Background: an optimization exercise with open tools, aiming at small area and a short achievable clock period. Do not read the settings as production practice. The RTL was checked by simulation tests, not by an equivalence proof against the original design. Power and IR drop assume default switching activity.

==> design/flow/design.v <==
module mult (
    input  [7:0] m1,
    input  [7:0] m2,
    input  [7:0] m3,
    input  [7:0] m4,
    input  [7:0] m5,
    input  [7:0] m6,
    input  [7:0] m7,
    input  [6:0] n1,
    input  [6:0] n2,
    input  [4:0] c,
    input  [4:0] s,
    output [5:0] t
);
    wire sel0 = c[2:0] == 3'd1;
    wire sel1 = c[2:0] == 3'd2;
    wire sel2 = c[2:0] == 3'd3;
    wire sel3 = c[2:0] == 3'd4;
    wire sel4 = c[2:0] == 3'd5;
    wire sel5 = c[2:0] == 3'd6;
    wire sel6 = c[2:0] == 3'd7;
    wire R7 = (sel0 & m1[3]) | (sel1 & m2[3]) | (sel2 & m3[3]) | (sel3 & m4[3]) | (sel4 & m5[3]) | (sel5 & m6[3]) | (sel6 & m7[3]);
    wire R8 = (sel0 & m1[4]) | (sel1 & m2[4]) | (sel2 & m3[4]) | (sel3 & m4[4]) | (sel4 & m5[4]) | (sel5 & m6[4]) | (sel6 & m7[4]);
    wire R9 = (sel0 & m1[5]) | (sel1 & m2[5]) | (sel2 & m3[5]) | (sel3 & m4[5]) | (sel4 & m5[5]) | (sel5 & m6[5]) | (sel6 & m7[5]);
    wire R10 = (sel0 & m1[6]) | (sel1 & m2[6]) | (sel2 & m3[6]) | (sel3 & m4[6]) | (sel4 & m5[6]) | (sel5 & m6[6]) | (sel6 & m7[6]);
    wire R11 = (sel0 & m1[7]) | (sel1 & m2[7]) | (sel2 & m3[7]) | (sel3 & m4[7]) | (sel4 & m5[7]) | (sel5 & m6[7]) | (sel6 & m7[7]);
    wire R12 = ~R11;
    wire e13 = ~c[4] & c[3];
    wire e14 = c[4] & c[3];
    wire e15 = c[4] & ~c[3];
    wire Q16 = (e13 & m1[0]) | (e14 & n1[0]) | (e15 & n2[0]);
    wire Q17 = (e13 & m1[1]) | (e14 & n1[1]) | (e15 & n2[1]);
    wire Q18 = (e13 & m1[2]) | (e14 & n1[2]) | (e15 & n2[2]);
    wire Q19 = (e13 & m1[3]) | (e14 & n1[3]) | (e15 & n2[3]);
    wire Q20 = (e13 & m1[4]) | (e14 & n1[4]) | (e15 & n2[4]);
    wire Q21 = (e13 & m1[5]) | (e14 & n1[5]) | (e15 & n2[5]);
    wire Q22 = (e13 & m1[6]) | (e14 & n1[6]) | (e15 & n2[6]);
    wire Q23 = ~Q22;
    wire s24 = R8 ^ Q17 ^ s[0];
    wire c25 = (R8 & Q17) | (R8 & s[0]) | (Q17 & s[0]);
    wire s26 = R9 ^ Q18 ^ s[1];
    wire c27 = (R9 & Q18) | (R9 & s[1]) | (Q18 & s[1]);
    wire s28 = R10 ^ Q19 ^ s[2];
    wire c29 = (R10 & Q19) | (R10 & s[2]) | (Q19 & s[2]);
    wire s30 = R12 ^ Q20 ^ s[3];
    wire c31 = (R12 & Q20) | (R12 & s[3]) | (Q20 & s[3]);
    wire s32 = c29 ^ s30 ^ 1'b1;
    wire c33 = (c29 & s30) | (c29 & 1'b1) | (s30 & 1'b1);
    wire s34 = c31 ^ Q21 ^ ~s[4];
    wire c35 = (c31 & Q21) | (c31 & ~s[4]) | (Q21 & ~s[4]);
    wire c36 = R7 & Q16;
    wire [5:0] ra = {c35, c33, s32, c27, c25, s24};
    wire [5:0] rb = {Q23, s34, 1'b0, s28, s26, 1'b0};
    assign t = ra + rb + {5'b0, c36};
endmodule
module add_sat (
    input  [4:0] a,
    input  [4:0] b,
    output [4:0] out
);
    wire [5:0] t = {a[4], a} + {b[4], b};
    assign out = (t[5] ^ t[4]) ? {t[5], {4{~t[5]}}} : t[4:0];
endmodule
module fir_transpose_nom #(
    parameter DATA_WIDTH      = 5,
    parameter TAP_COEFF_WIDTH = 5,
    parameter NUM_TAPS        = 50
)(
    input                               clk,
    input                               rst,
    input  signed [DATA_WIDTH-1:0]      in,
    output signed [DATA_WIDTH-1:0]      out,
    input  [NUM_TAPS*TAP_COEFF_WIDTH-1:0] tap_coeffs
);
logic [NUM_TAPS-1:0][4:0] prod_q;
logic [NUM_TAPS-1:0][4:0] prod_d;
logic [NUM_TAPS-1:0][4:0] part_flopped;
logic [NUM_TAPS-1:0][4:0] sum_d;
logic [7:0] m1;
logic [7:0] m2;
logic [7:0] m3;
logic [7:0] m4;
logic [7:0] m5;
logic [7:0] m6;
logic [7:0] m7;
logic [6:0] n1, n2;
always @(*) begin
    case (in)
    5'd0: begin m1 = 8'd0; m2 = 8'd0; m3 = 8'd0; m4 = 8'd0; m5 = 8'd0; m6 = 8'd0; m7 = 8'd0; n1 = 7'd0; n2 = 7'd0; end
    5'd1: begin m1 = 8'd1; m2 = 8'd2; m3 = 8'd3; m4 = 8'd4; m5 = 8'd5; m6 = 8'd6; m7 = 8'd7; n1 = 7'd127; n2 = 7'd126; end
    5'd2: begin m1 = 8'd2; m2 = 8'd4; m3 = 8'd6; m4 = 8'd8; m5 = 8'd10; m6 = 8'd12; m7 = 8'd14; n1 = 7'd126; n2 = 7'd124; end
    5'd3: begin m1 = 8'd3; m2 = 8'd6; m3 = 8'd9; m4 = 8'd12; m5 = 8'd15; m6 = 8'd18; m7 = 8'd21; n1 = 7'd125; n2 = 7'd122; end
    5'd4: begin m1 = 8'd4; m2 = 8'd8; m3 = 8'd12; m4 = 8'd16; m5 = 8'd20; m6 = 8'd24; m7 = 8'd28; n1 = 7'd124; n2 = 7'd120; end
    5'd5: begin m1 = 8'd5; m2 = 8'd10; m3 = 8'd15; m4 = 8'd20; m5 = 8'd25; m6 = 8'd30; m7 = 8'd35; n1 = 7'd123; n2 = 7'd118; end
    5'd6: begin m1 = 8'd6; m2 = 8'd12; m3 = 8'd18; m4 = 8'd24; m5 = 8'd30; m6 = 8'd36; m7 = 8'd42; n1 = 7'd122; n2 = 7'd116; end
    5'd7: begin m1 = 8'd7; m2 = 8'd14; m3 = 8'd21; m4 = 8'd28; m5 = 8'd35; m6 = 8'd42; m7 = 8'd49; n1 = 7'd121; n2 = 7'd114; end
    5'd8: begin m1 = 8'd8; m2 = 8'd16; m3 = 8'd24; m4 = 8'd32; m5 = 8'd40; m6 = 8'd48; m7 = 8'd56; n1 = 7'd120; n2 = 7'd112; end
    5'd9: begin m1 = 8'd9; m2 = 8'd18; m3 = 8'd27; m4 = 8'd36; m5 = 8'd45; m6 = 8'd54; m7 = 8'd63; n1 = 7'd119; n2 = 7'd110; end
    5'd10: begin m1 = 8'd10; m2 = 8'd20; m3 = 8'd30; m4 = 8'd40; m5 = 8'd50; m6 = 8'd60; m7 = 8'd70; n1 = 7'd118; n2 = 7'd108; end
    5'd11: begin m1 = 8'd11; m2 = 8'd22; m3 = 8'd33; m4 = 8'd44; m5 = 8'd55; m6 = 8'd66; m7 = 8'd77; n1 = 7'd117; n2 = 7'd106; end
    5'd12: begin m1 = 8'd12; m2 = 8'd24; m3 = 8'd36; m4 = 8'd48; m5 = 8'd60; m6 = 8'd72; m7 = 8'd84; n1 = 7'd116; n2 = 7'd104; end
    5'd13: begin m1 = 8'd13; m2 = 8'd26; m3 = 8'd39; m4 = 8'd52; m5 = 8'd65; m6 = 8'd78; m7 = 8'd91; n1 = 7'd115; n2 = 7'd102; end
    5'd14: begin m1 = 8'd14; m2 = 8'd28; m3 = 8'd42; m4 = 8'd56; m5 = 8'd70; m6 = 8'd84; m7 = 8'd98; n1 = 7'd114; n2 = 7'd100; end
    5'd15: begin m1 = 8'd15; m2 = 8'd30; m3 = 8'd45; m4 = 8'd60; m5 = 8'd75; m6 = 8'd90; m7 = 8'd105; n1 = 7'd113; n2 = 7'd98; end
    5'd16: begin m1 = 8'd240; m2 = 8'd224; m3 = 8'd208; m4 = 8'd192; m5 = 8'd176; m6 = 8'd160; m7 = 8'd144; n1 = 7'd16; n2 = 7'd32; end
    5'd17: begin m1 = 8'd241; m2 = 8'd226; m3 = 8'd211; m4 = 8'd196; m5 = 8'd181; m6 = 8'd166; m7 = 8'd151; n1 = 7'd15; n2 = 7'd30; end
    5'd18: begin m1 = 8'd242; m2 = 8'd228; m3 = 8'd214; m4 = 8'd200; m5 = 8'd186; m6 = 8'd172; m7 = 8'd158; n1 = 7'd14; n2 = 7'd28; end
    5'd19: begin m1 = 8'd243; m2 = 8'd230; m3 = 8'd217; m4 = 8'd204; m5 = 8'd191; m6 = 8'd178; m7 = 8'd165; n1 = 7'd13; n2 = 7'd26; end
    5'd20: begin m1 = 8'd244; m2 = 8'd232; m3 = 8'd220; m4 = 8'd208; m5 = 8'd196; m6 = 8'd184; m7 = 8'd172; n1 = 7'd12; n2 = 7'd24; end
    5'd21: begin m1 = 8'd245; m2 = 8'd234; m3 = 8'd223; m4 = 8'd212; m5 = 8'd201; m6 = 8'd190; m7 = 8'd179; n1 = 7'd11; n2 = 7'd22; end
    5'd22: begin m1 = 8'd246; m2 = 8'd236; m3 = 8'd226; m4 = 8'd216; m5 = 8'd206; m6 = 8'd196; m7 = 8'd186; n1 = 7'd10; n2 = 7'd20; end
    5'd23: begin m1 = 8'd247; m2 = 8'd238; m3 = 8'd229; m4 = 8'd220; m5 = 8'd211; m6 = 8'd202; m7 = 8'd193; n1 = 7'd9; n2 = 7'd18; end
    5'd24: begin m1 = 8'd248; m2 = 8'd240; m3 = 8'd232; m4 = 8'd224; m5 = 8'd216; m6 = 8'd208; m7 = 8'd200; n1 = 7'd8; n2 = 7'd16; end
    5'd25: begin m1 = 8'd249; m2 = 8'd242; m3 = 8'd235; m4 = 8'd228; m5 = 8'd221; m6 = 8'd214; m7 = 8'd207; n1 = 7'd7; n2 = 7'd14; end
    5'd26: begin m1 = 8'd250; m2 = 8'd244; m3 = 8'd238; m4 = 8'd232; m5 = 8'd226; m6 = 8'd220; m7 = 8'd214; n1 = 7'd6; n2 = 7'd12; end
    5'd27: begin m1 = 8'd251; m2 = 8'd246; m3 = 8'd241; m4 = 8'd236; m5 = 8'd231; m6 = 8'd226; m7 = 8'd221; n1 = 7'd5; n2 = 7'd10; end
    5'd28: begin m1 = 8'd252; m2 = 8'd248; m3 = 8'd244; m4 = 8'd240; m5 = 8'd236; m6 = 8'd232; m7 = 8'd228; n1 = 7'd4; n2 = 7'd8; end
    5'd29: begin m1 = 8'd253; m2 = 8'd250; m3 = 8'd247; m4 = 8'd244; m5 = 8'd241; m6 = 8'd238; m7 = 8'd235; n1 = 7'd3; n2 = 7'd6; end
    5'd30: begin m1 = 8'd254; m2 = 8'd252; m3 = 8'd250; m4 = 8'd248; m5 = 8'd246; m6 = 8'd244; m7 = 8'd242; n1 = 7'd2; n2 = 7'd4; end
    5'd31: begin m1 = 8'd255; m2 = 8'd254; m3 = 8'd253; m4 = 8'd252; m5 = 8'd251; m6 = 8'd250; m7 = 8'd249; n1 = 7'd1; n2 = 7'd2; end
    endcase
end
always @ (posedge clk or posedge rst) begin
    if (rst) begin
        prod_q       <= '0;
        part_flopped <= '0;
    end
    else begin
        prod_q       <= prod_d;
        part_flopped <= sum_d;
    end
end
assign out = part_flopped[0];
genvar i;
for (i=0; i<NUM_TAPS; i=i+1) begin: tap
    wire [4:0] c = tap_coeffs[5*i +: 5];
    wire [4:0] s = 5'b0;
    wire [5:0] t;
    mult mult (.m1(m1), .m2(m2), .m3(m3), .m4(m4), .m5(m5), .m6(m6), .m7(m7), .n1(n1), .n2(n2), .c(c), .s(s), .t(t));
    assign prod_d[i] = t[4:0];   
    if (i == NUM_TAPS-1) begin: last
        assign sum_d[i] = prod_q[i];
    end else begin: add
        add_sat add_sat (.a(prod_q[i]), .b(part_flopped[(i+1)%NUM_TAPS]), .out(sum_d[i]));
    end
end
endmodule
==> design/flow/flow/run.sh <==
#!/bin/bash
# The standard layout (standard.sh), with two changes to synthesis only:
# adders are left to ABC instead of being mapped onto the library's full- and
# half-adder cells, and ABC maps with flow/abc.script. Registers are untouched.
set -euo pipefail
W=$(pwd)
export FLOW_SYNTH_TCL=$W/synth_recipe.tcl
bash standard.sh SYNTH_SCRIPT=$W/flow/my_synth.tcl ADDER_MAP_FILE= \
  ABC_SCRIPT_OVERRIDE=$W/flow/abc.script finish > standard_flow.log 2>&1
==> design/flow/flow/abc.script <==
strash
dch -f
amap
topo
stime -c
buffer -c
upsize -c
dnsize -c
==> design/flow/flow/my_synth.tcl <==
# The standard flow's synthesis script (synth_recipe.tcl in the flow's work folder, sourced
# unchanged), with ABC's mapping script replaced by the file named in
# ABC_SCRIPT_OVERRIDE. Only the combinational mapping changes; registers are
# mapped exactly as in the standard synthesis.
proc abc {args} {
  if { [info exists ::env(ABC_SCRIPT_OVERRIDE)] && $::env(ABC_SCRIPT_OVERRIDE) ne "" } {
    set i [lsearch -exact $args -script]
    if { $i >= 0 } { lset args [expr { $i + 1 }] $::env(ABC_SCRIPT_OVERRIDE) }
  }
  yosys abc {*}$args
}
source $::env(FLOW_SYNTH_TCL)
==> design/flow/standard.sh <==
#!/bin/bash
# synth_recipe.tcl (not shown) runs the flow's synth.tcl, then flattens the netlist and writes it again
# the make line also repeats each setting of config.mk as NAME=value (left out here)
make -C /OpenROAD-flow-scripts/flow DESIGN_CONFIG=/design/flow/config.mk WORK_HOME=/design/flow/orfs CLKGATE_MAP_FILE= SYNTH_SCRIPT=/design/flow/synth_recipe.tcl "${@:-finish}"
==> design/flow/config.mk <==
export PLATFORM = sky130hd
export DESIGN_NAME = fir_transpose_nom
export DESIGN_NICKNAME = fir_transpose_nom
export VERILOG_FILES = /design/flow/design.v
export SDC_FILE = /design/flow/constraint.sdc
export NUM_CORES = 4
export LEC_CHECK = 0
export CAP_MARGIN = 20
export CORE_MARGIN = 2
export CORE_UTILIZATION = 45
export SETUP_SLACK_MARGIN = 3.0
export SLEW_MARGIN = 20
==> design/flow/constraint.sdc <==
create_clock -name core_clock -period 6.0 [get_ports {clk}]
set_input_delay 1.2000 -clock core_clock [delete_from_list [all_inputs] [get_ports {clk}]]
set_output_delay 1.2000 -clock core_clock [all_outputs]
set_load 0.01 [all_outputs]
==> results of run 1 <==
==> layer usage <==
layer	global-route usage, %	wire length (um)	vias to the layer above
li1	-	-	23600
met1	44.2	68500	22400
met2	55.5	77500	2628
met3	7.27	18700	797
met4	18.6	12200	18
met5	0	123	-
==> final cells by class <==
| cell class | instances | area (um^2) | share of cell area [%] |
|---|---|---|---|
| clock inverter | 31 | 448 | 0.779 |
| multi-input combinational | 5211 | 30500 | 53.0 |
| timing repair buffer | 898 | 9840 | 17.1 |
| antenna | 9 | 22.5 | 0.0392 |
| inverter | 249 | 1040 | 1.81 |
| clock buffer | 76 | 1650 | 2.87 |
| tap | 1176 | 1470 | 2.56 |
| sequential | 500 | 12500 | 21.8 |
| timing repair inverter | 4 | 35.0 | 0.0609 |
==> cell usage in the layout, fill, tap and decap left out, types with 29 or more instances in the layout <==
cell type        Yosys  routed
dfrtp_1            500     500
nor2_2              18      63
clkdlybuf4s50_1      0     254
buf_16               0      32
buf_12               0      68
o21ai_0           1023     911
or2_2               72      72
a21oi_2             25      49
a221oi_2             9      46
o221ai_2             0      32
nand3_1            331     331
nor2_1            1269    1113
nor2_4               2     113
o21ai_1            107     104
o21a_1             236     233
and2_4               7      56
inv_1              240     233
nand2_2              0      99
nor3_1             138      94
o22ai_1            242     238
clkbuf_16            0      65
o221a_2             29      29
o221ai_1            87      42
o21ai_4              0      53
buf_4               23     386
o22a_1             109     109
nand2_1            971     843
nor3_2               0      44
o21bai_1            50      50
a21oi_1            232     186
buf_6                4     118
o21ai_2             10      75
==> how the worst min path moves through the flow <==
stage | to | from | slack [ns]
final | part_flopped[249] | prod_q[249] | 0.35
after detailed placement | part_flopped[249] | prod_q[249] | 0.34
after CTS | part_flopped[249] | prod_q[249] | 0.35
after global placement | part_flopped[245] | prod_q[245] | 0.33
after floorplan | part_flopped[245] | prod_q[245] | 0.33
after global routing | part_flopped[249] | prod_q[249] | 0.36
==> power by group <==
group	total, mW	switching [mW]	internal [mW]
clock network	3.91	1.55	2.37
registers	5.46	0.753	4.70
logic	8.44	5.08	3.36
total	17.8	7.38	10.4
==> per-stage QoR <==
step / hold slack (ns) / setup TNS (ns) / area (um^2) / util, % / worst slack (ns)
after floorplan: 0.331 / -992.24 / 41500 / - / -1.98
after global placement: 0.333 / 0 / 45200 / 50.4 / 0.500
after detailed placement: 0.336 / 0 / 45200 / 50.4 / 0.482
after CTS: 0.348 / 0 / 53900 / 60.0 / 2.59
after global routing: 0.357 / 0 / 57500 / 64.1 / 2.26
final: 0.348 / 0 / 57500 / 64.1 / 2.34
==> timing repair <==
action	in CTS	in global routing
pin swaps	286	203
gates cloned	44	7
buffers inserted	369	157
gates resized for setup	646	502
endpoints found under the setup margin	250	250
==> cells by family (layout without fill, tap and decap cells) <==
logic type	Yosys count	after routing	share of synthesized area (%)
buf+inv	465	1258	4.76
flops	500	500	30.8
simple gates	2924	2930	30.0
xor+xnor	10	10	0.216
compound gates	2268	2271	34.2
other cells	0	9	0
==> sequential cells by signal, indices dropped and copies added, names as in the netlist <==
name / flops
prod_q: 250
part_flopped: 250
==> worst register-to-register path: cells and delay by family, from the launching register on <==
family	cells	cell delay [ns]
compound gates	4	1.09
flops	1	0.40
simple gates	4	0.39
==> results_dict.tcl, run 1 <==
set metrics [dict create \
    status "finished clean" \
    initial_core_util_pct 45.3 \
    slowest_stage "or2_4" \
    crit_end "prod_q[59]" \
    cp_max_fo 5 \
    gp_congestion 0.896 \
    hold_path_class "register to register" \
    worstPathCellList "buf_16 > inv_12 > nor2_4 > buf_4 > nor2_4 > buf_4 > inv_6 > a21oi_4 > buf_4 > o21ai_4 > buf_6 > buf_4 > nor2_1 > nor3_1 > nor3_1 > nand2_2 > a21oi_4 > and2_4 > or2_4 > a221oi_2" \
    yosysTopAreaCell "dfrtp_1" \
    cp_num_cells 20 \
    clockBufferDepth 3 \
    ff2ff_path_depth 8 \
    drtAntennaViolNets 0 \
    setup.worst_path.class "input pin to register" \
    grt_pass1_wl_um 252000 \
    routedWlPerCell_um 21.7 \
    power.total_mw 17.8 \
    cellLeakagePower_nw 23.5 \
    cts_hold_buf 0 \
    r2r_start "prod_q[146]" \
    cts-htree-levels 2 \
    numCtsBuffers 58 \
    ys_types 47 \
    die_area_mm2 0.0927 \
    fp.dieW_um 304 \
    hpwl_um 94700 \
    yosysWarnings 1 \
    grt_setup_unrepaired "yes" \
    vias 49400 \
    hold_viol_final 0 \
    reg2reg_to "part_flopped[147]" \
    drive_gt1_share_pct 23.5 \
    async_reset_ff_share_pct 100 \
    synth_edf_count 0 \
    cpLargestDelayFamily "simple AND/OR/NAND/NOR gates" \
    crit_top_cell "buf_4" \
    dp_cells 7461 \
    cts_tree "done" \
    powerDensity_mw_per_mm2 310 \
    clock.fmax_mhz 273 \
    ys_seq_area_share_pct 30.8 \
    clk-insertion-delay-late_ns 0.65 \
    cts-root-buf "clkbuf_16" \
    hold_depth 0 \
    ios 262 \
    finClkSkew_ns 0.0301 \
    synthTopCellsByArea "dfrtp_1 31%, o21ai_0 13%, nor2_1 12%" \
    tightest_slew_ns 0.962 \
    netlist_instances 6167 \
    end_kind "register" \
    worstPathArrival_ns 4.20 \
    yosysTopAreaCellShare_pct 30.8 \
    final_cells 8154 \
    grt_overflow 0 \
    synthFlopType "dfrtp_1" \
    first_pass_iters 8 \
    grt_pass1_vias 44200 \
    drv_cap 0 \
    drc 0 \
    setup_violations 0 \
    grt_max_degree 169 \
    ys_top_cells_by_count "1,269 x nor2_1, 1,023 x o21ai_0, 971 x nand2_1" \
    fin_crit_sh_pct 61.0 \
    drt-initial-drc-count 5255 \
    rows 110 \
    drt_wl_total_um 177000 \
    r2r_setup_slack_ns 3.93 \
    core_area_mm2 0.0897 \
    start_kind "input pin" \
    cpPeakStageDelay_ns 0.28 \
    relSlewSlack_pct 35.9 \
    ys_ff_latch 500 \
    via_per_inst 6.06 \
    finalNetCount 7179 \
    fillers 7675 \
    slew_violations 0 \
    area_growth_pct 41.6 \
    chipHeight_um 304 \
    port_buffers 261 \
    synth_area_mm2 0.0406 \
    clkTransAtPathRegs_ns 0.06 \
    yosysMostFrequentCell "nor2_1" \
    synth_nets 6424 \
    avgSynthCellArea_um2 6.59 \
    antenna_found_initial 20 \
    worstPathRequired_ns 6.54 \
    path_buf_inv 8 \
    irDropWorstVdd_v 0.000230 \
    critical_path.startpoint "in[0]" \
    cts.sinks 500 \
    grt_util_all_layers_pct 34.8 \
    finalCriticalPeriod_ns 3.66 \
]
==> run 2: changes to the inputs <==
==> design/flow/flow/abc.script (replaced) <==
&get -n
&st
&dch -f
&nf -R 1000
&put
topo
stime -c
buffer -c
upsize -c
dnsize -c
--- a/design/flow/config.mk
+++ b/design/flow/config.mk
@@ -10,3 +10,3 @@
 export CORE_UTILIZATION = 45
-export SETUP_SLACK_MARGIN = 3.0
+export SETUP_SLACK_MARGIN = 3.5
 export SLEW_MARGIN = 20
==> run 2 against run 1 <==
Against the previous run: synthesized cell count down 14%; combinational power rose by 28%; still clean; register-to-register slack got worse by 0.27 ns; sequential share of layout area shrank 0.35 points; critical endpoint is now prod_q[178].
==> results_dict.tcl, run 2 <==
set metrics [dict create \
    cts_hold_buf 0 \
    fp.dieW_um 312 \
    fin_crit_sh_pct 58.6 \
    area_growth_pct 36.9 \
    die_area_mm2 0.0973 \
    drtAntennaViolNets 0 \
    p_int_mw 12.2 \
    yosysTopAreaCell "dfrtp_1" \
    finalInstanceArea_mm2 0.0585 \
    reg_top3 "part_flopped: 250 flops, prod_q: 250 flops" \
    grt_pass1_vias 41500 \
    drv_cap 0 \
    synthTopCellsByArea "dfrtp_1 29%, xnor2_1 11%, xor2_1 8.0%" \
    finClkSkew_ns 0.0411 \
    hold_path_class "register to register" \
    via_per_inst 6.14 \
    clock.fmax_mhz 284 \
    clockBufferDepth 3 \
    yosysTopAreaCellShare_pct 29.3 \
    setup.worst_path.class "input pin to register" \
    antenna_found_initial 33 \
    layout_common_cells "629 x nand2_1, 500 x dfrtp_1, 464 x nor2_1, 436 x xnor2_1, 418 x o21ai_0" \
    cts_tree "done" \
    worstPathRequired_ns 6.55 \
    netlist_instances 5333 \
    yosysMostFrequentCell "nand2_1" \
    clkPwrFrac_pct 18.5 \
    relSlewSlack_pct 40.5 \
    drc 0 \
    end_kind "register" \
    start_kind "input pin" \
    tightest_slew_ns 0.890 \
    core_area_mm2 0.0936 \
    p_switching_mw 8.54 \
    port_buffers 261 \
    slew_violations 0 \
    cts.sinks 500 \
    ys_top_cells_by_count "661 x nand2_1, 556 x nor2_1, 525 x xnor2_1" \
    avgSynthCellArea_um2 8.01 \
    grt_overflow 0 \
    drt_wl_total_um 173000 \
    cts-root-buf "clkbuf_16" \
    fillers 7911 \
    numCtsBuffers 61 \
    irDropWorstVdd_v 0.000257 \
    worstPathArrival_ns 4.07 \
    hold_viol_final 0 \
    layout_commonest_cell "nand2_1" \
    seq_power_share_pct 29.6 \
    synth_nets 5590 \
    vias 44200 \
    clkTransAtPathRegs_ns 0.06 \
    grt_pass1_wl_um 248000 \
    hpwl_um 97800 \
    clk-insertion-delay-late_ns 0.71 \
    first_pass_iters 10 \
    cp_max_fo 8 \
    ys_ff_latch 500 \
    gp_congestion 0.861 \
    async_reset_ff_share_pct 100 \
    routedWlPerCell_um 24.0 \
    synthFlopType "dfrtp_1" \
    rows 112 \
    finalCriticalPeriod_ns 3.52 \
    chipHeight_um 312 \
    initial_core_util_pct 45.6 \
    finalNetCount 6130 \
    yosysWarnings 1 \
    ys_types 73 \
    final_util_pct 62.4 \
    drive_gt1_share_pct 23.3 \
    pwr-share-comb_pct 52.0 \
    synth_area_mm2 0.0427 \
    grt_setup_unrepaired "yes" \
    ys_seq_area_share_pct 29.3 \
    drt-initial-drc-count 4699 \
    place_area_mm2 0.0473 \
    status "finished clean" \
    setup_violations 0 \
    powerDensity_mw_per_mm2 355 \
    grt_util_all_layers_pct 33.2 \
    cellLeakagePower_nw 22.7 \
    synth_edf_count 0 \
    grt_max_degree 120 \
    ios 262 \
    sw_frac_of_total_pct 41.1 \
    cts-htree-levels 2 \
]
==> run 2: changes by cell type after synthesis, sizes merged, moves of 121 or more <==
cell | before | now
o21ai | 1140 | 499
xnor2 | 2 | 527
nor3b | 0 | 121
nand2 | 971 | 662
o21a | 236 | 18
nand3 | 331 | 102
nor2 | 1289 | 557
inv | 248 | 92
o22ai | 246 | 108
xor2 | 8 | 395
maj3 | 0 | 123
==> run 2: area by class of cell <==
cell class	instances	area (um^2)	area share [%]
multi-input combinational	4420	32700	55.9
sequential	500	12500	21.4
timing repair buffer	798	9220	15.8
clock buffer	84	1790	3.07
tap	1254	1570	2.68
inverter	92	359	0.614
clock inverter	28	292	0.499
antenna	23	57.6	0.0985
==> run 2: per-layer routing <==
metal  part of all wire (%)  track usage (%)  vias to the layer above
met5                  0.059                0                        -
met4                    6.5             17.9                       16
met3                     10             6.89                      745
met2                     45             52.4                     2344
met1                     38             42.6                    21000
li1                       -                -                    20100
==> run 2: cells by family (layout without fill, tap and decap cells) <==
| kind of cell | after synthesis | in the layout | synth area share (%) |
|---|---|---|---|
| other cells | 0 | 23 | 0 |
| fa+ha+maj | 123 | 123 | 2.93 |
| buf+inv | 419 | 1002 | 4.14 |
| flops | 500 | 500 | 29.3 |
| xor+xnor | 922 | 922 | 19.0 |
| simple gates | 1941 | 1946 | 22.0 |
| compound gates | 1428 | 1429 | 22.6 |
==> run 2: worst max-delay path, cell delays in order <==
cell	delay [ns]
clkdlybuf4s50_1	0.65
nor2_1	0.15
nand3_1	0.12
nand2_1	0.18
a21oi_1	0.24
o221a_2	0.22
o221ai_2	0.10
nor2_1	0.18
nor2_4	0.07
xor2_2	0.18
o32a_1	0.32
maj3_2	0.32
xor2_1	0.14
==> run 2: metrics by stage <==
step	setup slack [ns]	hold slack [ns]	TNS (ns)	power, mW	cells
floorplan	-1.98	0.331	-992.24	12.6	5333
detailed placement	0.760	0.337	0	14.9	6593
CTS	2.79	0.351	0	20.0	7049
global route	2.44	0.352	0	22.0	7190
global placement	0.811	0.333	0	14.8	6592
finish	2.48	0.349	0	20.8	7199
==> run 2: final timing paths <==
check                           slack, ns  depth (start not counted)               from           endpoint
worst max register to register       3.66                          6  part_flopped[171]  part_flopped[167]
worst min-delay path                 0.35                          0        prod_q[248]  part_flopped[248]
worst max-delay path                 2.48                         13    tap_coeffs[175]        prod_q[178]
max in group asynchronous            3.77                          4                rst          prod_q[3]
worst min register to register       0.35                          0        prod_q[248]  part_flopped[248]
min in group asynchronous            1.04                          2                rst  part_flopped[119]
==> run 2: what timing repair did <==
item | in CTS | in global routing
pin swaps | 275 | 259
gates resized for setup | 634 | 440
setup buffers | 304 | 121
endpoints found under the setup margin | 255 | 250
cloned | 40 | 5
==> run 2: power by group through the flow <==
stage                     logic (mW)  clock network [mW]  registers (mW)
final                           10.8                3.84            6.15
after CTS                       9.95                3.89            6.12
after detailed placement        8.76                   0            6.15
after global placement          8.69                   0            6.15
after global routing            11.7                4.04            6.28
after floorplan                 6.86                   0            5.77
==> run 3: changes to the inputs <==
--- a/design/flow/config.mk
+++ b/design/flow/config.mk
@@ -10,3 +10,3 @@
 export CORE_UTILIZATION = 45
-export SETUP_SLACK_MARGIN = 3.5
+export SETUP_SLACK_MARGIN = 3.0
 export SLEW_MARGIN = 20
==> run 3 against run 2 <==
Against the previous run: combinational power shrank 5%; clock power is essentially flat; clock skew shrank 0.00057 ns; die area is the same; final cell count shrank 1.1%; total power shrank 2.4%; largest cell class unchanged.
==> results_dict.tcl, run 3 <==
set metrics [dict create \
    status "finished clean" \
    cellLeakagePower_nw 21.9 \
    synthTopCellsByArea "dfrtp_1 29%, xnor2_1 11%, xor2_1 8.0%" \
    finClkSkew_ns 0.0405 \
    synth_area_mm2 0.0427 \
    grt_util_all_layers_pct 32.6 \
    dp_cells 6593 \
    core_area_mm2 0.0936 \
    vias 43500 \
    async_reset_ff_share_pct 100 \
    synthMuxAreaShare_pct 0 \
    initial_core_util_pct 45.6 \
    area_growth_pct 32.0 \
    place_area_mm2 0.0473 \
    top_usage_layer "met2" \
    grtUsageMet3_pct 6.83 \
    relSlewSlack_pct 39.6 \
    hold_path_class "register to register" \
    grt_setup_unrepaired "yes" \
    ys_types 73 \
    routedWlPerCell_um 23.6 \
    netlist_instances 5333 \
    ys_seq_area_share_pct 29.3 \
    r2r_setup_slack_ns 3.68 \
    die_area_mm2 0.0973 \
    cpPeakStageDelay_ns 0.34 \
    cts.sinks 500 \
    irDropWorstVdd_v 0.000248 \
    synth_compound_area_share_pct 22.6 \
    drtAntennaViolNets 0 \
    start_kind "input pin" \
    clkPwrFrac_pct 18.9 \
    reg_top3 "part_flopped: 250 flops, prod_q: 250 flops" \
    pwr-share-comb_pct 50.8 \
    fp.dieW_um 312 \
    finalCriticalPeriod_ns 3.31 \
    synth_edf_count 0 \
    sw_frac_of_total_pct 41.1 \
    reg2reg_to "part_flopped[167]" \
    end_kind "register" \
    worstPathCellList "buf_16 > buf_16 > a21oi_4 > a21oi_2 > o21ai_2 > xor2_4 > buf_12 > buf_12 > buf_8 > o221ai_4 > o21ai_2 > xor2_1 > o32a_1 > maj3_2 > xor2_1" \
    first_pass_iters 8 \
    worstPathRequired_ns 6.55 \
    final_util_pct 60.2 \
    synthXorXnorAreaFrac_pct 19.0 \
    synthFlopType "dfrtp_1" \
    yosysWarnings 1 \
    numCtsBuffers 61 \
    setup.worst_path.class "input pin to register" \
    worstPathArrival_ns 3.86 \
    fillers 8240 \
    clk-insertion-delay-late_ns 0.71 \
    ys_ff_latch 500 \
    finalInstanceArea_mm2 0.0564 \
    slowest_stage "o32a_1" \
    drt-initial-drc-count 4449 \
    grt_overflow 0 \
    ios 262 \
    synth_nets 5590 \
    gp_congestion 0.861 \
    layout_common_cells "635 x nand2_1, 500 x dfrtp_1, 496 x nor2_1, 475 x xnor2_1, 422 x o21ai_0" \
    layout_commonest_cell "nand2_1" \
    grt_pass1_wl_um 244000 \
    synth_top_family_by_area "compound AO/OA/AOI/OAI gates" \
    yosysTopAreaCellShare_pct 29.3 \
    p_switching_mw 8.33 \
    drt_wl_total_um 168000 \
    powerDensity_mw_per_mm2 360 \
    synth-simple-area-share_pct 22.0 \
    crit_end "prod_q[168]" \
    setup_violations 0 \
    ff2ff_path_depth 6 \
    tightest_slew_ns 0.906 \
    yosysMostFrequentCell "nand2_1" \
    r2r_start "part_flopped[171]" \
    grt_pass1_vias 40900 \
    fin_crit_sh_pct 55.2 \
    finalNetCount 6051 \
    cts_tree "done" \
    use_met1_pct 42.1 \
    whs_ns 0.351 \
    avgSynthCellArea_um2 8.01 \
    synth_adder_area_share_pct 2.93 \
    cts-root-buf "clkbuf_16" \
    ys_top_cells_by_count "661 x nand2_1, 556 x nor2_1, 525 x xnor2_1" \
    final_cells 7121 \
    hpwl_um 97800 \
    p_int_mw 11.9 \
    slew_violations 0 \
    via_per_inst 6.11 \
    port_buffers 261 \
    seq_power_share_pct 30.3 \
    chipHeight_um 312 \
    clock.fmax_mhz 302 \
    cts-htree-levels 2 \
    hold_viol_final 0 \
    antenna_found_initial 37 \
    critical_path.startpoint "in[0]" \
    clkTransAtPathRegs_ns 0.06 \
    met2_usage_pct 50.9 \
    cp_max_fo 8 \
    drc 0 \
    clockBufferDepth 3 \
    drv_cap 0 \
    grt_max_degree 120 \
    rows 112 \
    yosysTopAreaCell "dfrtp_1" \
    drive_gt1_share_pct 20.0 \
]
## run 3: cell count changes in the layout (fill, tap and decap cells not counted), moves of 9 or more
cell / change
nor2_4: -16
dlygate4sd2_1: -9
xor2_2: -14
nor2_2: -16
xor2_1: +18
buf_6: -103
nor2_1: +32
xnor2_2: -34
buf_4: +37
xnor2_1: +39
## run 3: kinds of logic after synthesis
kind of cell,Yosys count
flops,500
xor+xnor,922
compound gates,1428
fa+ha+maj,123
simple gates,1941
buf+inv,419
## run 3: routing by layer
metal	wire length (um)	vias to the layer above
li1	-	20000
met1	66600	20700
met2	74800	2237
met3	16500	609
met4	10100	18
met5	109	-
## run 3: how the worst min path moves through the flow
stage | startpoint | to | slack, ns | cells past startpoint
floorplan | prod_q[245] | part_flopped[245] | 0.33 | 0
global placement | prod_q[245] | part_flopped[245] | 0.33 | 0
detailed placement | prod_q[249] | part_flopped[249] | 0.34 | 0
CTS | prod_q[248] | part_flopped[248] | 0.35 | 0
global route | prod_q[248] | part_flopped[248] | 0.35 | 0
finish | prod_q[248] | part_flopped[248] | 0.35 | 0
## run 3: power by group through the flow
stage / clock [mW] / combinational [mW] / sequential [mW]
2_1_floorplan: 0 / 6.86 / 5.77
3_3_place_gp: 0 / 8.69 / 6.15
3_5_place_dp: 0 / 8.76 / 6.15
4_1_cts: 3.89 / 9.69 / 6.13
5_1_grt: 4.04 / 11.2 / 6.29
6_report: 3.84 / 10.3 / 6.14
## run 3: area by class of cell
| type | instances | area [um^2] | share of cell area (%) |
|---|---|---|---|
| antenna | 24 | 60.1 | 0.107 |
| clock buffer | 84 | 1790 | 3.18 |
| clock inverter | 28 | 292 | 0.517 |
| inverter | 92 | 357 | 0.633 |
| multi-input combinational | 4420 | 31700 | 56.2 |
| sequential | 500 | 12500 | 22.2 |
| tap | 1254 | 1570 | 2.78 |
| timing repair buffer | 719 | 8120 | 14.4 |
## run 3: repair_timing
| item | in CTS | in global routing |
|---|---|---|
| buffers inserted | 251 | 98 |
| endpoints found under the setup margin | 250 | 169 |
| gates resized for setup | 428 | 320 |
| pin swaps | 205 | 204 |
| gates cloned | 37 | 6 |
| hold buffers | 0 | 0 |
## run 3: worst max-delay path, delay by kind of cell
| kind | cells | cell delay, ns |
|---|---|---|
| AO/OA/AOI/OAI | 6 | 1.11 |
| XOR/XNOR | 3 | 0.50 |
| adder cells (fa/ha/maj) | 1 | 0.32 |
| buffers and inverters | 5 | 0.71 |
## run 3: per-stage QoR
step	setup TNS (ns)	total power, mW	setup slack [ns]
2_1_floorplan	-992.24	12.6	-1.98
3_3_place_gp	0	14.8	0.811
3_5_place_dp	0	14.9	0.760
4_1_cts	0	19.7	2.80
5_1_grt	0	21.5	2.61
6_report	0	20.3	2.69
==> run 4: changes to the inputs <==
--- a/design/flow/config.mk
+++ b/design/flow/config.mk
@@ -9,4 +9,4 @@
 export CORE_MARGIN = 2
-export CORE_UTILIZATION = 45
-export SETUP_SLACK_MARGIN = 3.0
+export CORE_UTILIZATION = 50
+export SETUP_SLACK_MARGIN = 2.0
 export SLEW_MARGIN = 20
==> run 4 against run 3 <==
Against the previous run: area after synthesis unchanged; clock power decreased by 3%; hold slack got worse by 0.0034 ns; critical path depth is the same; final cell count shrank 6.8%; wire length down 16%; highest routed layer unchanged; largest cell class unchanged; critical path type unchanged.
==> results_dict.tcl, run 4 <==
set metrics [dict create \
    status "finished clean" \
    reg2reg_to "part_flopped[111]" \
    clockBufferDepth 3 \
    port_buffers 261 \
    clk-insertion-delay-late_ns 0.65 \
    p_switching_mw 7.58 \
    ys_top_cells_by_count "661 x nand2_1, 556 x nor2_1, 525 x xnor2_1" \
    cts-htree-levels 2 \
    vias 40100 \
    final_util_pct 57.5 \
    ff2ff_path_depth 6 \
    slowest_stage "xor2_4" \
    drt_wl_total_um 141000 \
    grt_setup_unrepaired "no" \
    synth_nets 5590 \
    hold_depth 0 \
    final_cells 6636 \
    core_area_mm2 0.0849 \
    irDropWorstVdd_v 0.000291 \
    met2_usage_pct 48.4 \
    clkPwrFrac_pct 19.9 \
    setup_violations 0 \
    cpPeakStageDelay_ns 0.33 \
    area_growth_pct 14.3 \
    chipHeight_um 296 \
    p_int_mw 11.1 \
    top_usage_layer "met2" \
    grt_overflow 0 \
    drc 0 \
    setup.worst_path.class "input pin to register" \
    grt_pass1_vias 37000 \
    grtUsageMet3_pct 6.14 \
    ios 262 \
    relSlewSlack_pct 29.3 \
    yosysMostFrequentCell "nand2_1" \
    antenna_found_initial 16 \
    cp_max_fo 44 \
    gp_congestion 0.895 \
    rows 107 \
    hold_end "part_flopped[247]" \
    power.total_mw 18.7 \
    hold_path_class "register to register" \
    cts-root-buf "clkbuf_16" \
    drtAntennaViolNets 0 \
    seq_power_share_pct 32.4 \
    reg_top3 "part_flopped: 250 flops, prod_q: 250 flops" \
    grt_pass1_wl_um 211000 \
    layout_commonest_cell "nand2_1" \
    ys_ff_latch 500 \
    tightest_slew_ns 1.06 \
    layout_common_cells "655 x nand2_1, 556 x nor2_1, 521 x xnor2_1, 500 x dfrtp_1, 470 x o21ai_0" \
    yosysWarnings 1 \
    fillers 7875 \
    ys_seq_area_share_pct 29.3 \
    initial_core_util_pct 50.3 \
    start_kind "input pin" \
    finClkSkew_ns 0.0261 \
    slew_violations 0 \
    dp_cells 6488 \
    grt_max_degree 132 \
    drv_cap 0 \
    routedWlPerCell_um 21.2 \
    netlist_instances 5333 \
    critical_path.startpoint "in[1]" \
    finalInstanceArea_mm2 0.0488 \
    yosysTopAreaCell "dfrtp_1" \
    synth_edf_count 0 \
    pwr-share-comb_pct 47.7 \
    fin_crit_sh_pct 64.2 \
    end_kind "register" \
    finalCriticalPeriod_ns 3.85 \
    numCtsBuffers 59 \
    hpwl_um 95600 \
    synthTopCellsByArea "dfrtp_1 29%, xnor2_1 11%, xor2_1 8.0%" \
    first_pass_iters 8 \
    clock.fmax_mhz 260 \
    hold_path_startpoint "prod_q[247]" \
    avgSynthCellArea_um2 8.01 \
    tns_ns 0 \
    hold_viol_final 0 \
    clkTransAtPathRegs_ns 0.05 \
    worstPathArrival_ns 4.38 \
    async_reset_ff_share_pct 100 \
    synth_area_mm2 0.0427 \
    cts_tree "done" \
    grt_util_all_layers_pct 31.1 \
    powerDensity_mw_per_mm2 383 \
    drive_gt1_share_pct 6.29 \
    worstPathRequired_ns 6.53 \
    ys_types 73 \
    cts.sinks 500 \
    die_area_mm2 0.0877 \
    fp.dieW_um 296 \
    drt-initial-drc-count 3841 \
    worstPathCellList "buf_12 > nand2_1 > nand2b_1 > nand2_2 > nand2_2 > xor2_4 > buf_12 > o22ai_1 > nor3_1 > xnor2_1 > and2_1 > inv_1 > maj3_2 > maj3_2 > xor2_1" \
    cellLeakagePower_nw 18.1 \
    synthFlopType "dfrtp_1" \
    r2r_setup_slack_ns 3.63 \
    r2r_start "part_flopped[116]" \
    via_per_inst 6.04 \
    finalNetCount 5692 \
    yosysTopAreaCellShare_pct 29.3 \
    use_met1_pct 43.4 \
    sw_frac_of_total_pct 40.6 \
    place_area_mm2 0.0463 \
]
[run 4: routing by layer]
metal	part of all wire [%]	vias to the layer above
met3	9.7	306
met1	44	18800
met4	3.1	22
li1	-	19200
met2	44	1763
met5	0.090	-
[run 4: power by group through the flow]
stage	sequential (mW)	combinational, mW	clock [mW]
2_1_floorplan	5.77	6.67	0
3_3_place_gp	6.09	8.66	0
3_5_place_dp	6.10	8.72	0
4_1_cts	6.07	8.85	3.80
5_1_grt	6.23	9.88	3.92
6_report	6.06	8.91	3.71
[run 4: worst max-delay path: cells and delay by family]
kind,cells,cell delay [ns]
adders and majority gates,2,0.65
and+or+nand+nor,6,1.16
AOI/OAI and AO/OA,1,0.09
xor gates and xnor gates,3,0.65
buffers and inverters,3,0.57
[run 4: cells by family after synthesis]
logic type / after synthesis / share of synthesized area, %
adder cells (fa/ha/maj): 123 / 2.93
AO/OA/AOI/OAI: 1428 / 22.6
XOR/XNOR: 922 / 19.0
buffers and inverters: 419 / 4.14
flip-flops: 500 / 29.3
AND/OR/NAND/NOR: 1941 / 22.0
[run 4: worst max-delay path by stage]
stage | depth (start not counted) | endpoint | slack (ns)
after floorplan | 1 | part_flopped[0] | -1.98
after global placement | 15 | prod_q[13] | 1.02
after detailed placement | 15 | prod_q[13] | 0.97
after CTS | 14 | prod_q[218] | 1.96
after global routing | 16 | prod_q[174] | 1.99
final | 15 | prod_q[113] | 2.15
[run 4: repair_timing]
action                     in CTS  in global routing
resized for setup               7                 34
setup endpoints to repair      85                107
pin swaps                       6                  2
hold buffers                    0                  0
gates cloned                    1                  4
setup buffers                  19                  6
[run 4: through the flow]
step                worst slack [ns]  hold WS (ns)
floorplan                      -1.98         0.331
global placement                1.02         0.333
detailed placement             0.973         0.341
CTS                             1.96         0.350
global route                    1.99         0.357
finish                          2.15         0.348
[run 4: cell type report]
| cell class | instances | area [um^2] | area share, % |
|---|---|---|---|
| antenna | 7 | 17.5 | 0.0359 |
| clock buffer | 86 | 1750 | 3.59 |
| clock inverter | 25 | 285 | 0.585 |
| inverter | 92 | 349 | 0.716 |
| multi-input combinational | 4418 | 28700 | 58.9 |
| sequential | 500 | 12500 | 25.6 |
| tap | 1144 | 1430 | 2.93 |
| timing repair buffer | 364 | 3710 | 7.60 |
==> run 5: changes to the inputs <==
--- a/design/flow/config.mk
+++ b/design/flow/config.mk
@@ -10,3 +10,3 @@
 export CORE_UTILIZATION = 50
-export SETUP_SLACK_MARGIN = 2.0
+export SETUP_SLACK_MARGIN = 2.5
 export SLEW_MARGIN = 20
==> run 5 against run 4 <==
Against the previous run: still clean; die area did not move; fmax rose by 10%; cell area rose by 3.4%; total power rose by 1.9%; sequential power rose by 0.7%; clock-buffer cell count fell by 2.
==> results_dict.tcl, run 5 <==
set metrics [dict create \
    status "finished clean" \
    place_area_mm2 0.0468 \
    ys_ff_latch 500 \
    vias 40600 \
    fp.dieW_um 296 \
    tightest_slew_ns 1.02 \
    tns_ns 0 \
    drc 0 \
    setup_violations 0 \
    reg_top3 "part_flopped: 250 flops, prod_q: 250 flops" \
    antenna_found_initial 17 \
    cp_max_fo 21 \
    clockBufferDepth 3 \
    cts.sinks 500 \
    slew_violations 0 \
    whs_ns 0.349 \
    synth_edf_count 0 \
    path_buf_inv 2 \
    worstPathCellList "buf_16 > nand2_2 > nand2_2 > a21oi_4 > buf_12 > o22a_2 > a21oi_1 > o221ai_1 > xor2_1 > xor2_1 > o32a_1 > o21ai_2 > xor2_1" \
    yosysTopAreaCell "dfrtp_1" \
    hold_path_class "register to register" \
    hold_viol_final 0 \
    grt_max_degree 134 \
    relSlewSlack_pct 31.7 \
    ys_top_cells_by_count "661 x nand2_1, 556 x nor2_1, 525 x xnor2_1" \
    layout_commonest_cell "nand2_1" \
    netlist_instances 5333 \
    finalNetCount 5730 \
    layout_common_cells "650 x nand2_1, 539 x nor2_1, 517 x xnor2_1, 500 x dfrtp_1, 458 x o21ai_0" \
    area_growth_pct 18.1 \
    clk-insertion-delay-late_ns 0.66 \
    power.total_mw 19.0 \
    irDropWorstVdd_v 0.000318 \
    grt_setup_unrepaired "yes" \
    hold_end "part_flopped[249]" \
    synth_nets 5590 \
    gp_congestion 0.888 \
    hpwl_um 95800 \
    drt-initial-drc-count 4021 \
    finClkSkew_ns 0.0199 \
    hold_depth 0 \
    grt_overflow 0 \
    ys_types 73 \
    r2r_setup_slack_ns 3.59 \
    cts_hold_buf 0 \
    clock.fmax_mhz 286 \
    powerDensity_mw_per_mm2 378 \
    end_kind "register" \
    r2r_start "part_flopped[151]" \
    routedWlPerCell_um 22.3 \
    first_pass_iters 9 \
    avgSynthCellArea_um2 8.01 \
    cellLeakagePower_nw 19.1 \
    setup.worst_path.class "input pin to register" \
    cpLargestDelayFamily "compound AO/OA/AOI/OAI gates" \
    crit_top_cell "xor2_1" \
    cpPeakStageDelay_ns 0.66 \
    ff2ff_path_depth 6 \
    yosysTopAreaCellShare_pct 29.3 \
    finalInstanceArea_mm2 0.0504 \
    finalCriticalPeriod_ns 3.50 \
    die_area_mm2 0.0877 \
    port_buffers 261 \
    start_kind "input pin" \
    slowest_stage "o22a_2" \
    yosysWarnings 1 \
    chipHeight_um 296 \
    ios 262 \
    synthTopCellsByArea "dfrtp_1 29%, xnor2_1 11%, xor2_1 8.0%" \
    via_per_inst 6.09 \
    synthFlopType "dfrtp_1" \
    grt_util_all_layers_pct 31.8 \
    clkTransAtPathRegs_ns 0.06 \
    drv_cap 0 \
    initial_core_util_pct 50.3 \
    yosysMostFrequentCell "nand2_1" \
    drtAntennaViolNets 0 \
    drt_wl_total_um 149000 \
    grt_pass1_vias 37100 \
    cts-root-buf "clkbuf_16" \
    hold_path_startpoint "prod_q[249]" \
    drive_gt1_share_pct 9.32 \
    reg2reg_to "part_flopped[146]" \
    ys_seq_area_share_pct 29.3 \
    cts_tree "done" \
    worstPathRequired_ns 6.58 \
    rows 107 \
    grt_pass1_wl_um 216000 \
    async_reset_ff_share_pct 100 \
    fin_crit_sh_pct 58.3 \
    numCtsBuffers 59 \
    synth_area_mm2 0.0427 \
    cts-htree-levels 2 \
    worstPathArrival_ns 4.08 \
    core_area_mm2 0.0849 \
]
[run 5: cell counts after synthesis]
Identical to the previous run, type by type.
[run 5: kinds of logic (layout without fill, tap and decap cells)]
logic type	Yosys count	after routing	synth area share [%]
and+or+nand+nor	1941	1944	22.0
AOI/OAI and AO/OA	1428	1430	22.6
xor gates and xnor gates	922	922	19.0
DFF	500	500	29.3
buffers and inverters	419	605	4.14
other	0	8	0
adders and majority gates	123	123	2.93
[run 5: layer usage]
metal,vias to the layer above,GRT usage (%),share of wire (%)
met4,16,10.5,3.5
li1,19300,-,-
met2,1775,50.4,44
met1,19200,44.1,43
met5,-,0,0.081
met3,357,5.38,8.8
[run 5: worst max-delay path by stage]
stage / endpoint / start / cells after the start / slack (ns)
5_1_grt: prod_q[218] / in[2] / 12 / 2.48
2_1_floorplan: part_flopped[0] / rst / 1 / -1.98
3_3_place_gp: prod_q[63] / in[2] / 15 / 1.27
3_5_place_dp: prod_q[63] / in[2] / 15 / 1.24
4_1_cts: prod_q[218] / in[2] / 10 / 2.39
6_report: prod_q[73] / in[2] / 13 / 2.50
[run 5: final cells by class]
| class | instances | area, um^2 |
|---|---|---|
| fillers | 7663 | 34400 |
| inverters | 92 | 354 |
| flip-flops and latches | 500 | 12500 |
| clock buffers | 84 | 1710 |
| diodes | 8 | 20.0 |
| repair buffers | 401 | 4560 |
| well taps | 1144 | 1430 |
| multi-input cells | 4419 | 29500 |
| clock inverters | 28 | 358 |
[run 5: worst reg2reg max path, delay by kind of cell, from the launching register on]
family / cells / cell delay, ns
AO/OA/AOI/OAI: 2 / 0.51
XOR/XNOR: 1 / 0.23
adder cells (fa/ha/maj): 2 / 0.82
flip-flops: 1 / 0.39
AND/OR/NAND/NOR: 1 / 0.20
[run 5: timing repair]
action	4_1_cts	5_1_grt
gates resized for setup	38	105
cloned	5	14
endpoints found under the hold margin	0	0
pin swaps	11	14
buffers inserted	40	21
endpoints found under the setup margin	169	101
[run 5: where the power goes]
group | total, mW | switching, mW | internal (mW)
sequential | 6.10 | 1.14 | 4.96
combinational | 9.12 | 5.08 | 4.04
clock | 3.81 | 1.53 | 2.29
total | 19.0 | 7.75 | 11.3
[run 5: per-stage QoR]
stage	setup WS [ns]	instances	utilization [%]
2_1_floorplan	-1.98	5333	-
6_report	2.50	6676	59.4
5_1_grt	2.48	6673	59.4
4_1_cts	2.39	6633	58.4
3_5_place_dp	1.24	6476	55.2
3_3_place_gp	1.27	6476	55.2
==> run 6: changes to the inputs <==
==> design/flow/flow/abc.script (replaced) <==
strash
dch
map -B 0.9
topo
stime -c
buffer -c
upsize -c
dnsize -c
==> run 6 against run 5 <==
Against the previous run: critical path depth is 4 higher; highest routed layer unchanged; combinational power down 3.5%; die area rose by 14%; largest power group unchanged; core utilization is 2.1 points lower.
==> results_dict.tcl, run 6 <==
set metrics [dict create \
    end_kind "register" \
    drt-initial-drc-count 5466 \
    tightest_slew_ns 0.976 \
    yosysTopAreaCell "dfrtp_1" \
    hold_viol_final 0 \
    fp.dieW_um 316 \
    clkTransAtPathRegs_ns 0.06 \
    vias 53700 \
    area_growth_pct 13.9 \
    hold_path_class "register to register" \
    slowest_stage "buf_12" \
    path_buf_inv 6 \
    grt_util_all_layers_pct 35.6 \
    drtAntennaViolNets 0 \
    yosysWarnings 1 \
    synthTopCellsByArea "dfrtp_1 26%, nand2_1 19%, nand3_1 8.4%" \
    start_kind "input pin" \
    finClkSkew_ns 0.0341 \
    p_int_mw 10.8 \
    ys_top_cells_by_count "2,404 x nand2_1, 1,037 x nor2_1, 860 x inv_1" \
    p_switching_mw 7.89 \
    numCtsBuffers 60 \
    clock.fmax_mhz 290 \
    grt_pass1_vias 48400 \
    seq_power_share_pct 31.6 \
    drc 0 \
    core_area_mm2 0.0966 \
    powerDensity_mw_per_mm2 338 \
    ys_seq_area_share_pct 25.7 \
    power.total_mw 18.7 \
    use_met1_pct 47.1 \
    layout_commonest_cell "nand2_1" \
    synthFlopType "dfrtp_1" \
    ios 262 \
    grt_max_degree 129 \
    clockBufferDepth 3 \
    irDropWorstVdd_v 0.000280 \
    drt_wl_total_um 185000 \
    fillers 9482 \
    crit_top_cell "nand2_1" \
    finalNetCount 8460 \
    clkPwrFrac_pct 21.3 \
    clk-insertion-delay-late_ns 0.69 \
    top_usage_layer "met2" \
    finalCriticalPeriod_ns 3.45 \
    drive_gt1_share_pct 3.76 \
    die_area_mm2 0.0997 \
    hpwl_um 126000 \
    status "finished clean" \
    synth_edf_count 0 \
    gp_congestion 0.941 \
    routedWlPerCell_um 19.4 \
    netlist_instances 8013 \
    pwr-share-comb_pct 47.1 \
    layout_setup_ws_ns 2.55 \
    place_ws_ns 0.747 \
    yosysMostFrequentCell "nand2_1" \
    sw_frac_of_total_pct 42.2 \
    first_pass_iters 6 \
    cpLargestDelayFamily "simple AND/OR/NAND/NOR gates" \
    worstPathCellList "buf_12 > inv_12 > nand3_2 > buf_4 > nand2_4 > nand2_4 > buf_12 > buf_16 > nand2_1 > nand3_1 > xor2_1 > inv_1 > nand2_1 > nand2_1 > or2_2 > nand2_1 > nor2_1" \
    antenna_found_initial 18 \
    cellLeakagePower_nw 27.5 \
    initial_core_util_pct 50.3 \
    cts-root-buf "clkbuf_16" \
    cts.sinks 500 \
    setup.worst_path.class "input pin to register" \
    port_buffers 261 \
    grt_setup_unrepaired "yes" \
    cpPeakStageDelay_ns 0.30 \
    layout_common_cells "2,388 x nand2_1, 1,036 x nor2_1, 858 x inv_1, 809 x nand3_1, 500 x dfrtp_1" \
    worstPathArrival_ns 4.03 \
    reg_top3 "part_flopped: 250 flops, prod_q: 250 flops" \
    via_per_inst 5.63 \
    cts-htree-levels 2 \
    grtUsageMet3_pct 6.22 \
    cp_max_fo 32 \
    ys_ff_latch 500 \
    slew_violations 0 \
    synth_area_mm2 0.0486 \
    fin_crit_sh_pct 57.4 \
    relSlewSlack_pct 34.9 \
    avgSynthCellArea_um2 6.06 \
    setup_violations 0 \
    met2_usage_pct 57.2 \
    yosysTopAreaCellShare_pct 25.7 \
    worstPathRequired_ns 6.58 \
    grt_overflow 0 \
    cts_tree "done" \
    grt_pass1_wl_um 275000 \
    chipHeight_um 316 \
    async_reset_ff_share_pct 100 \
    rows 114 \
    drv_cap 0 \
    ys_types 45 \
    synth_nets 8270 \
]
run 6: cell count changes after synthesis, moves of 119 or more:
cell | before | now
nand2_1 | 661 | 2404
nor3b_1 | 121 | 2
nor3_1 | 27 | 193
nand3_1 | 102 | 812
nand4_1 | 0 | 210
o221ai_1 | 203 | 82
nor2_1 | 556 | 1037
inv_1 | 90 | 860
xnor2_1 | 525 | 321
run 6: stage by stage:
| step | instance area (um^2) | util, % | hold slack, ns | cells | TNS (ns) |
|---|---|---|---|---|---|
| after detailed placement | 52500 | 54.3 | 0.341 | 9402 | 0 |
| after CTS | 54800 | 56.8 | 0.357 | 9516 | 0 |
| after floorplan | 48600 | - | 0.331 | 8013 | -992.24 |
| final | 55300 | 57.3 | 0.353 | 9542 | 0 |
| after global placement | 52500 | 54.3 | 0.341 | 9402 | 0 |
| after global routing | 55300 | 57.3 | 0.366 | 9536 | 0 |
run 6: layer usage:
layer	up-vias	wire, um
met2	2537	82000
met1	24400	76200
li1	26200	-
met5	-	92
met4	14	8740
met3	554	18500
run 6: timing repair:
item                                    in CTS  in global routing
cloned                                       0                  7
hold buffers                                 0                  0
setup buffers                                0                  8
resized for setup                           64                 69
pin swaps                                    0                  4
endpoints found under the setup margin     250                190
run 6: logic make-up (layout without fill, tap and decap cells):
group | after synthesis | count (layout) | share of synthesized area (%)
AOI/OAI and AO/OA | 846 | 846 | 9.62
xor gates and xnor gates | 642 | 642 | 11.6
adders and majority gates | 98 | 98 | 2.02
buffers and inverters | 1118 | 1357 | 9.18
DFF | 500 | 500 | 25.7
muxes | 5 | 5 | 0.103
other | 0 | 11 | 0
and+or+nand+nor | 4804 | 4807 | 41.7
run 6: layout make-up:
class	instances	area, um^2	area share [%]
multi-input combinational	6398	31900	57.7
sequential	500	12500	22.6
timing repair buffer	355	3720	6.73
inverter	887	3420	6.18
clock buffer	79	1610	2.91
tap	1276	1600	2.88
clock inverter	35	517	0.934
antenna	11	27.5	0.0497
timing repair inverter	1	8.76	0.0158
run 6: path summary, 6_finish.rpt:
kind                                  start           endpoint  depth (start not counted)  slack, ns
max                                   in[3]        prod_q[244]                         17       2.55
max reg2reg                part_flopped[71]   part_flopped[68]                          6       3.60
min                             prod_q[247]  part_flopped[247]                          0       0.35
max in group asynchronous               rst         prod_q[98]                          3       3.60
min in group asynchronous               rst        prod_q[157]                          2       1.02
min reg2reg                     prod_q[247]  part_flopped[247]                          0       0.35
run 6: power by group through the flow:
stage | clock [mW] | combinational (mW) | sequential, mW
after floorplan | 0 | 6.43 | 5.59
after global placement | 0 | 8.46 | 5.91
after detailed placement | 0 | 8.55 | 5.92
after CTS | 4.05 | 8.64 | 5.89
after global routing | 4.19 | 9.75 | 6.03
final | 3.99 | 8.80 | 5.90
==> run 7: changes to the inputs <==
==> design/flow/flow/abc.script (replaced) <==
&get -n
&st
&dch -f
&nf -R 0
&put
topo
stime -c
buffer -c
upsize -c
dnsize -c
--- a/design/flow/config.mk
+++ b/design/flow/config.mk
@@ -9,3 +9,3 @@
 export CORE_MARGIN = 2
-export CORE_UTILIZATION = 50
+export CORE_UTILIZATION = 60
 export SETUP_SLACK_MARGIN = 2.5
==> run 7 against run 6 <==
Against the previous run: still clean; final cell count down 33%; wire length down 17%; core utilization increased by 13 points; fmax is 1.2% lower; clock skew shrank 0.0094 ns; clock-buffer cell count down 3; sequential power is 3.9% higher; cell area down 9.0%; total power about the same; die area fell by 25%; register-to-register slack improved by 0.08 ns; critical endpoint is now prod_q[248].
==> results_dict.tcl, run 7 <==
set metrics [dict create \
    first_pass_iters 8 \
    netlist_instances 5261 \
    ys_seq_area_share_pct 28.9 \
    synth_nets 5518 \
    hpwl_um 98800 \
    yosysWarnings 1 \
    synthTopCellsByArea "dfrtp_1 29%, xnor2_1 10%, xor2_1 7.7%" \
    yosysMostFrequentCell "nand2_1" \
    gp_congestion 0.924 \
    routedWlPerCell_um 24.1 \
    synth_edf_count 0 \
    setup.worst_path.class "input pin to register" \
    cellLeakagePower_nw 18.3 \
    cts-htree-levels 2 \
    finalCriticalPeriod_ns 3.49 \
    avgSynthCellArea_um2 8.23 \
    die_area_mm2 0.0744 \
    hold_path_class "register to register" \
    drt-initial-drc-count 4794 \
    grt_pass1_vias 39800 \
    numCtsBuffers 55 \
    chipHeight_um 273 \
    cp_max_fo 36 \
    worstPathCellList "clkbuf_16 > inv_4 > o211ai_1 > and2_4 > buf_4 > buf_12 > o22ai_1 > or4_1 > nand3b_1 > maj3_2 > o21ai_2 > xor2_1" \
    ys_ff_latch 500 \
    layout_common_cells "588 x nand2_1, 500 x dfrtp_1, 490 x xnor2_1, 415 x o21ai_0, 398 x nor2_1" \
    cts-root-buf "clkbuf_16" \
    clkTransAtPathRegs_ns 0.06 \
    rows 98 \
    async_reset_ff_share_pct 100 \
    status "finished clean" \
    yosysTopAreaCell "dfrtp_1" \
    fillers 5729 \
    final_cells 6358 \
    dp_cells 6184 \
    powerDensity_mw_per_mm2 371 \
    layout_setup_ws_ns 2.51 \
    drt_wl_total_um 153000 \
    cpPeakStageDelay_ns 0.52 \
    via_per_inst 6.70 \
    whs_ns 0.347 \
    tns_ns 0 \
    clock.fmax_mhz 287 \
    grt_util_all_layers_pct 39.6 \
    grt_overflow 0 \
    cts.sinks 500 \
    area_growth_pct 16.3 \
    start_kind "input pin" \
    cts_tree "done" \
    cts_hold_buf 0 \
    layout_commonest_cell "nand2_1" \
    port_buffers 261 \
    grt_max_degree 170 \
    grt_pass1_wl_um 228000 \
    slowest_stage "or4_1" \
    worstPathRequired_ns 6.52 \
    finClkSkew_ns 0.0247 \
    drc 0 \
    finalInstanceArea_mm2 0.0504 \
    synthFlopType "dfrtp_1" \
    finalNetCount 5606 \
    core_area_mm2 0.0715 \
    irDropWorstVdd_v 0.000358 \
    end_kind "register" \
    drive_gt1_share_pct 10.6 \
    clockBufferDepth 3 \
    tightest_slew_ns 1.04 \
    clk-insertion-delay-late_ns 0.66 \
    grt_setup_unrepaired "yes" \
    drtAntennaViolNets 0 \
    synth_area_mm2 0.0433 \
    hold_viol_final 0 \
    setup_violations 0 \
    ios 262 \
    drv_cap 0 \
    antenna_found_initial 19 \
    relSlewSlack_pct 30.8 \
    fp.dieW_um 273 \
    worstPathArrival_ns 4.01 \
    fin_crit_sh_pct 58.1 \
    initial_core_util_pct 60.6 \
    ys_types 99 \
    slew_violations 0 \
    ys_top_cells_by_count "592 x nand2_1, 500 x dfrtp_1, 497 x xnor2_1" \
    vias 42600 \
    place_ws_ns 0.959 \
    place_area_mm2 0.0474 \
    reg_top3 "part_flopped: 250 flops, prod_q: 250 flops" \
    yosysTopAreaCellShare_pct 28.9 \
]
[run 7: cell types whose count changed in the layout (fill, tap and decap cells not counted), moves of 74 or more]
cell and delta:
nand3_1 -724, inv_1 -817, nand2_1 -1800, nor2_1 -638, nand3b_1 +110, xnor2_1 +169, o221ai_1 +83, nor2b_1 +84
o22ai_1 +127, nor3b_1 +143, nor3_1 -139, a221oi_1 +74, nand4_1 -200
[run 7: stage by stage]
step / util [%] / power, mW
CTS: 69.8 / 18.5
detailed placement: 66.3 / 14.8
floorplan: - / 12.5
global route: 70.4 / 19.8
global placement: 66.3 / 14.6
finish: 70.5 / 18.7
[run 7: per-layer routing]
layer	GRT usage, %	wire length [um]
met3	7.57	17200
met2	63.1	68000
met5	0	80
met4	20.8	9570
met1	51.1	58600
[run 7: area by class of cell]
| cell class | instances | area (um^2) | area share [%] |
|---|---|---|---|
| well taps | 950 | 1190 | 2.36 |
| flip-flops and latches | 500 | 12500 | 24.8 |
| repair buffers | 383 | 4060 | 8.07 |
| clock buffers | 76 | 1580 | 3.13 |
| inverters | 45 | 183 | 0.363 |
| diodes | 15 | 37.5 | 0.0745 |
| multi-input cells | 4364 | 30500 | 60.6 |
| clock inverters | 25 | 288 | 0.571 |
[run 7: cell families (layout without fill, tap and decap cells)]
logic type / count (synthesis) / after routing / share of synthesized area, %
AND/OR/NAND/NOR: 1860 / 1867 / 21.9
AO/OA/AOI/OAI: 1489 / 1489 / 23.9
XOR/XNOR: 883 / 884 / 18.0
flip-flops: 500 / 500 / 28.9
buffers and inverters: 405 / 529 / 4.34
adder cells (fa/ha/maj): 122 / 122 / 2.87
multiplexers: 2 / 2 / 0.104
other: 0 / 15 / 0
[run 7: worst paths after layout]
path | from | endpoint | slack [ns] | cells after the start
worst max-delay path | in[3] | prod_q[248] | 2.51 | 12
worst max register to register | part_flopped[176] | part_flopped[172] | 3.68 | 6
worst min-delay path | prod_q[247] | part_flopped[247] | 0.35 | 0
worst min register to register | prod_q[247] | part_flopped[247] | 0.35 | 0
max in group asynchronous | rst | part_flopped[245] | 3.66 | 4
min in group asynchronous | rst | part_flopped[184] | 1.01 | 3
[run 7: repair_timing]
item / 4_1_cts / 5_1_grt
endpoints found under the setup margin: 248 / 103
cloned: 10 / 5
setup buffers: 31 / 12
resized for setup: 43 / 58
pin swaps: 9 / 13
endpoints found under the hold margin: 0 / 0
[run 7: where the power goes]
part | total, mW | internal [mW] | leakage [nW] | switching, mW
registers | 6.13 | 4.94 | 5.83 | 1.20
clock network | 3.52 | 2.01 | 0.900 | 1.51
logic | 9.04 | 3.97 | 11.6 | 5.07
total | 18.7 | 10.9 | 18.3 | 7.77
[run 7: critical path, delay by kind of cell]
family	cells	cell delay (ns)
AOI/OAI and AO/OA	3	0.54
xor gates and xnor gates	1	0.14
adders and majority gates	1	0.23
buffers and inverters	4	0.82
and+or+nand+nor	3	0.97

## port drivers added, routing unchanged
The results above use ideal ports. As a check the final layouts listed here were re-extracted and re-timed, cells and wires unchanged.
Step 1: set_driving_cell puts a clkbuf_16 on clk and a buf_2 on each other input, an assumption about the parent block.
Step 2 adds t to the input delays and takes it off the output delays; t is the mean of the earliest and latest rising clock arrival at the registers after step 1. Input paths then give back, and output paths get back, about the clock's delay inside the block.
Slacks: ideal / step 1 / step 2; pairs: ideal / step 1.
| run | t (ns) | setup WS [ns] | clock arrival spread, ns | worst register clock-pin slew, ns | worst data-port slew with drivers (ns) |
|---|---|---|---|---|---|
| run 1 | 0.708 | 2.338 / 2.171 / 1.464 | 0.035 / 0.035 | 0.08 / 0.08 | 0.27 |
| run 2 | 0.764 | 2.484 / 2.450 / 1.686 | 0.043 / 0.043 | 0.07 / 0.07 | 0.38 |
| run 3 | 0.759 | 2.689 / 2.474 / 1.715 | 0.043 / 0.042 | 0.07 / 0.07 | 0.34 |
| run 4 | 0.708 | 2.150 / 2.158 / 1.450 | 0.035 / 0.035 | 0.06 / 0.06 | 0.19 |
| run 5 | 0.720 | 2.504 / 2.289 / 1.569 | 0.023 / 0.023 | 0.07 / 0.07 | 0.33 |
| run 6 | 0.755 | 2.554 / 2.563 / 1.808 | 0.040 / 0.040 | 0.07 / 0.07 | 0.15 |
| run 7 | 0.716 | 2.512 / 2.272 / 1.556 | 0.032 / 0.031 | 0.07 / 0.07 | 0.30 |
After both steps setup and hold are still met in every run listed. The setup slack of run 3, which loses most, moves by -0.215 ns with the drivers and by -0.974 ns with both steps.
